Background: an optimization exercise with open tools, aiming at small area. Do not read the settings as production practice.
Power is estimated from default activity; no workload was simulated.

==> run Y <==
==> flow/design.v <==
module top (
    input               clk,  
    input               rst,  
    input       [3:0]   sw,
    output      [3:0]   led
);
    localparam [14:0] A_MASK = 15'h2AAA;    
    localparam [14:0] A_INIT = 15'h7BA4;    
    localparam [14:0] A_K    = 15'h2AFF;    
    localparam [14:0] A_LAST = 15'h0000;    
    reg  [14:0] a_q;
    wire [14:0] a_t = a_q ^ A_MASK;
    wire        a_tc = (a_t & A_K) == A_LAST;
    wire        a_ld = rst | a_tc;
    always @(posedge clk)
        a_q <= (a_ld ? A_INIT : {a_t[13:0], a_t[14] ^ a_t[0]}) ^ A_MASK;
    localparam [15:0] B_MASK = 16'hAAAA;
    localparam [15:0] B_INIT = 16'hB312;
    localparam [15:0] B_K    = 16'h5EBF;
    localparam [15:0] B_LAST = 16'h0000;
    reg  [15:0] b_q;
    wire [15:0] b_t = b_q ^ B_MASK;
    wire        b_tc = (b_t & B_K) == B_LAST;
    wire        b_ld = rst | b_tc;
    always @(posedge clk)
        b_q <= (b_ld ? B_INIT : {b_t[14:0], b_t[15] ^ b_t[6]}) ^ B_MASK;
    wire adv_a  = ~rst & a_tc;
    wire hold_a = ~rst & ~a_tc;
    wire adv_b  = ~rst & b_tc;
    wire hold_b = ~rst & ~b_tc;
    reg  [3:0] lf;
    wire [3:0] lf_n = {lf[2:0], ~(lf[3] ^ lf[2])};
    reg  [1:0] g;
    wire [1:0] g_n = {g[0], ~g[1]};
    reg  [4:0] jc;
    wire [4:0] j0 = jc ^ 5'b01111;
    wire [4:0] j0_n = {j0[3:0], ~j0[4]};
    wire [4:0] jc_n = j0_n ^ 5'b01111;
    reg        nfresh;
    reg  [3:0] j;
    wire [3:0] j_n = {j[2:0], ~j[3]};
    always @(posedge clk) begin
        lf     <= ({4{adv_a}} & lf_n) | ({4{hold_a}} & lf);
        g      <= ({2{adv_a}} & g_n)  | ({2{hold_a}} & g);
        jc     <= ({5{adv_a}} & jc_n) | ({5{hold_a}} & jc);
        nfresh <= adv_a | (hold_a & nfresh);
        j      <= ({4{adv_b}} & j_n)  | ({4{hold_b}} & j);
    end
    wire [3:0] cyc  = {j0[3] & j0[0], j0[2] & j0[1], j0[2] | j0[1], j0[3] | j0[0]};
    wire [3:0] seq0 = nfresh ? cyc : 4'b0000;
    wire [3:0] seq3 = {g[1], g[0], ~g[1], ~g[0]};
    wire       blink = g[1] ^ g[0];
    wire [3:0] seq4 = {j[3] & j[0], j[2] & j[1], j[2] | j[1], j[3] | j[0]};
    reg [3:0] seq;
    assign led = seq;
    always @(*) begin
        case (sw[2:0])
            3'b000: seq = seq0;
            3'b001: seq = lf;
            3'b010: seq = {4{blink}};
            3'b011: seq = seq3;
            3'b100: seq = seq4;
            default: seq = sw;
        endcase
    end
endmodule
==> flow/flow/run.sh <==
#!/bin/bash
# Own layout flow: the standard synthesis, then the combinational logic
# re-mapped by ABC for area (registers untouched), then the standard ORFS
# layout with small port buffers and a one-level clock tree.
set -euo pipefail
W=$PWD
F=$W/flow
R=$W/orfs/results/$FLOW_PLATFORM/top/base
LIB=$FLOW_HOME/platforms/$FLOW_PLATFORM/lib/sky130_fd_sc_hd__tt_025C_1v80.lib
YOSYS=$(command -v yosys || echo $FLOW_HOME/../tools/install/yosys/bin/yosys)

# 1. standard synthesis
bash standard.sh synth > $W/synth.log 2>&1

# 2. re-map the combinational logic for area
cp $R/1_2_yosys.v $W/1_2_yosys_standard.v
DU=$(grep -o -- '-dont_use [^ ]*' $W/orfs/logs/$FLOW_PLATFORM/top/base/1_2_yosys.log | sort -u | tr '\n' ' ')
sed -e "s|@LIB@|$LIB|g" -e "s|@IN@|$W/1_2_yosys_standard.v|" -e "s|@OUT@|$R/1_2_yosys.v|" \
    -e "s|@SCRIPT@|$F/remap.abc|" -e "s|@DU@|$DU|" $F/remap.ys > $W/remap.ys
$YOSYS -s $W/remap.ys > $W/remap.log 2>&1

# 3. layout
bash standard.sh finish \
  "BUFFER_PORTS_ARGS=-buffer_cell sky130_fd_sc_hd__buf_1" \
  "CTS_ARGS=$(cat $F/cts_args)" > $W/layout.log 2>&1
==> flow/flow/cts_args <==
-sink_clustering_enable -repair_clock_nets -dont_use_dummy_load -buf_list sky130_fd_sc_hd__clkbuf_4 -root_buf sky130_fd_sc_hd__clkbuf_4
==> flow/flow/remap.abc <==
strash
dc2
dch -f
amap
strash
dc2
dch -f
amap
==> flow/flow/remap.ys <==
read_liberty -ignore_miss_func -ignore_miss_dir -ignore_miss_data_latch @LIB@
read_verilog @IN@
hierarchy -top top
blackbox sky130_fd_sc_hd__df* sky130_fd_sc_hd__edf* sky130_fd_sc_hd__sdf* sky130_fd_sc_hd__sedf* sky130_fd_sc_hd__dl* sky130_fd_sc_hd__conb_1
flatten
opt_clean -purge
abc -script @SCRIPT@ -liberty @LIB@ @DU@
opt_clean -purge
splitnets
opt_clean -purge
hilomap -singleton -hicell sky130_fd_sc_hd__conb_1 HI -locell sky130_fd_sc_hd__conb_1 LO
insbuf -buf sky130_fd_sc_hd__buf_4 A X
hierarchy -top top
stat -liberty @LIB@
write_verilog -noattr -nohex -nodec @OUT@
==> flow/standard.sh <==
#!/bin/bash
# synth_recipe.tcl (not shown) runs the flow's synth.tcl, then flattens the netlist and writes it again
# the make line also repeats each setting of config.mk as NAME=value (left out here)
make -C /OpenROAD-flow-scripts/flow DESIGN_CONFIG=/design/flow/config.mk WORK_HOME=/design/flow/orfs CLKGATE_MAP_FILE= SYNTH_SCRIPT=/design/flow/synth_recipe.tcl "${@:-finish}"
==> flow/config.mk <==
export PLATFORM = sky130hd
export DESIGN_NAME = top
export DESIGN_NICKNAME = top
export VERILOG_FILES = /design/flow/design.v
export SDC_FILE = /design/flow/constraint.sdc
export NUM_CORES = 4
export LEC_CHECK = 0
export CAP_MARGIN = 20
export CORE_MARGIN = 2
export CORE_UTILIZATION = 70
export SLEW_MARGIN = 20
==> flow/constraint.sdc <==
create_clock -name core_clock -period 10.0 [get_ports {clk}]
set_input_delay 2.0000 -clock core_clock [delete_from_list [all_inputs] [get_ports {clk}]]
set_output_delay 2.0000 -clock core_clock [all_outputs]
set_load 0.01 [all_outputs]
==> inputs of run C, as changes to run Y <==
==> flow/design.v, changed modules only <==
module top (
    input               clk,  
    input               rst,  
    input       [3:0]   sw,
    output      [3:0]   led
);
    localparam [14:0] A_MASK = 15'h2AAA;    
    localparam [14:0] A_INIT = 15'h7BA4;    
    localparam [14:0] A_K    = 15'h2AFF;    
    localparam [14:0] A_LAST = 15'h0000;    
    reg  [14:0] a_q;
    wire [14:0] a_t = a_q ^ A_MASK;
    wire        a_tc = (a_t & A_K) == A_LAST;
    wire        a_ld = rst | a_tc;
    always @(posedge clk)
        a_q <= (a_ld ? A_INIT : {a_t[13:0], a_t[14] ^ a_t[0]}) ^ A_MASK;
    localparam [15:0] B_MASK = 16'hAAAA;
    localparam [15:0] B_INIT = 16'hB312;
    localparam [15:0] B_K    = 16'h5EBF;
    localparam [15:0] B_LAST = 16'h0000;
    reg  [15:0] b_q;
    wire [15:0] b_t = b_q ^ B_MASK;
    wire        b_tc = (b_t & B_K) == B_LAST;
    wire        b_ld = rst | b_tc;
    always @(posedge clk)
        b_q <= (b_ld ? B_INIT : {b_t[14:0], b_t[15] ^ b_t[6]}) ^ B_MASK;
    reg  [3:0] lf;       
    reg  [1:0] g;        
    reg        fresh;    
    always @(posedge clk) begin
        if (rst) begin
            lf    <= 4'b0000;
            g     <= 2'b00;
            fresh <= 1'b1;
        end else if (a_tc) begin
            lf    <= {lf[2:0], ~(lf[3] ^ lf[2])};
            g     <= {g[0], ~g[1]};
            fresh <= 1'b0;
        end
    end
    reg [4:0] j0;
    always @(posedge clk) begin
        if (rst)
            j0 <= 5'b01111;
        else if (a_tc)
            j0 <= {j0[3:0], ~j0[4]};
    end
    wire [3:0] cyc = {j0[3] & j0[0], j0[2] & j0[1], j0[2] | j0[1], j0[3] | j0[0]};
    wire [3:0] seq0 = fresh ? 4'b0000 : cyc;
    wire [3:0] seq3 = {g[1], g[0], ~g[1], ~g[0]};
    wire       blink = g[1] ^ g[0];
    reg  [3:0] j;
    always @(posedge clk) begin
        if (rst)
            j <= 4'b0000;
        else if (b_tc)
            j <= {j[2:0], ~j[3]};
    end
    wire [3:0] seq4 = {j[3] & j[0], j[2] & j[1], j[2] | j[1], j[3] | j[0]};
    reg [3:0] seq;
    assign led = seq;
    always @(*) begin
        case (sw[2:0])
            3'b000: seq = seq0;
            3'b001: seq = lf;
            3'b010: seq = {4{blink}};
            3'b011: seq = seq3;
            3'b100: seq = seq4;
            default: seq = sw;
        endcase
    end
endmodule
==> flow/run.sh (new file) <==
#!/bin/bash
# synth_recipe.tcl (not shown) runs the flow's synth.tcl, then flattens the netlist and writes it again
# the make line also repeats each setting of config.mk as NAME=value (left out here)
make -C /OpenROAD-flow-scripts/flow DESIGN_CONFIG=/design/flow/config.mk WORK_HOME=/design/flow/orfs CLKGATE_MAP_FILE= SYNTH_SCRIPT=/design/flow/synth_recipe.tcl finish
- CORE_UTILIZATION: 70 -> 60
- CTS_CLUSTER_DIAMETER: unset -> 500
- CTS_CLUSTER_SIZE: unset -> 60
removed: flow/flow/run.sh
removed: flow/flow/cts_args
removed: flow/flow/remap.abc
removed: flow/flow/remap.ys
removed: flow/standard.sh
==> inputs of run R, as changes to run Y <==
==> flow/flow/cts_args (replaced) <==
-sink_clustering_enable -repair_clock_nets -sink_clustering_size 60 -sink_clustering_max_diameter 500 -dont_use_dummy_load -buf_list sky130_fd_sc_hd__clkbuf_8 -root_buf sky130_fd_sc_hd__clkbuf_8
- CORE_UTILIZATION: 70 -> 40
==> comparison table <==
quantity	run C	run Y	run R
Status	complete, no violations	complete, no violations	complete, no violations
Final design area excluding fillers	1850 µm²	1640 µm²	1700 µm²
Wirelength per Cell	12.5 µm	13.2 µm	12.2 µm
Height of the chip	57.1 µm	50.8 µm	66.0 µm
Setup ws final	3.87 ns	4.54 ns	4.56 ns
Post-synthesis instance area	1690 µm²	1540 µm²	1540 µm²
Non-Clock Buffer Area Fraction	0.0527	0.0206	0.0199
Total wirelength of the detailed-routed design	2630 µm	2740 µm	2790 µm
Count of placed standard cells including taps	203	203	224
Critical Path Start	sw[2]	sw[1]	sw[1]
Slowest cell on crit path	sky130_fd_sc_hd__clkdlybuf4s50_1	sky130_fd_sc_hd__buf_1	sky130_fd_sc_hd__buf_1
Pwr/cell area	162 nW/µm²	176 nW/µm²	184 nW/µm²
Source-to-sink clock delay at the later pin of the worst-skew pair	0.33 ns	0.35 ns	0.29 ns
Pre-CTS WS	3.88 ns	4.62 ns	4.61 ns
Met1 layer wirelength in the final routing	1320 µm	1310 µm	1300 µm
No functional check of the RTL was part of any run of this note.

port drivers added, routing unchanged:
The flow's constraints put no driver on any port. The routed layouts listed below were extracted and timed again, unchanged, in two steps. Step 1 assumes that a clkbuf_16 drives the clock port and a buf_2 every other input. Step 2 moves the port delays by t, midway between the first and last clock arrival at a register: inputs arrive t later, outputs are due t later. That takes back most of the time a late clock gives input paths. Slacks: ideal / step 1 / step 2; pairs: ideal / step 1.
run	t (ns)	setup WS [ns]	worst setup path after step 2
run Y	0.361	4.538 / 4.514 / 4.514	input to output
run C	0.354	3.875 / 3.855 / 3.855	input to output
run R	0.305	4.563 / 4.537 / 4.537	input to output
After both steps every run listed still meets setup and hold. For run R, which loses most, drivers alone change the setup slack by -0.026 ns; drivers and shift together by -0.026 ns.
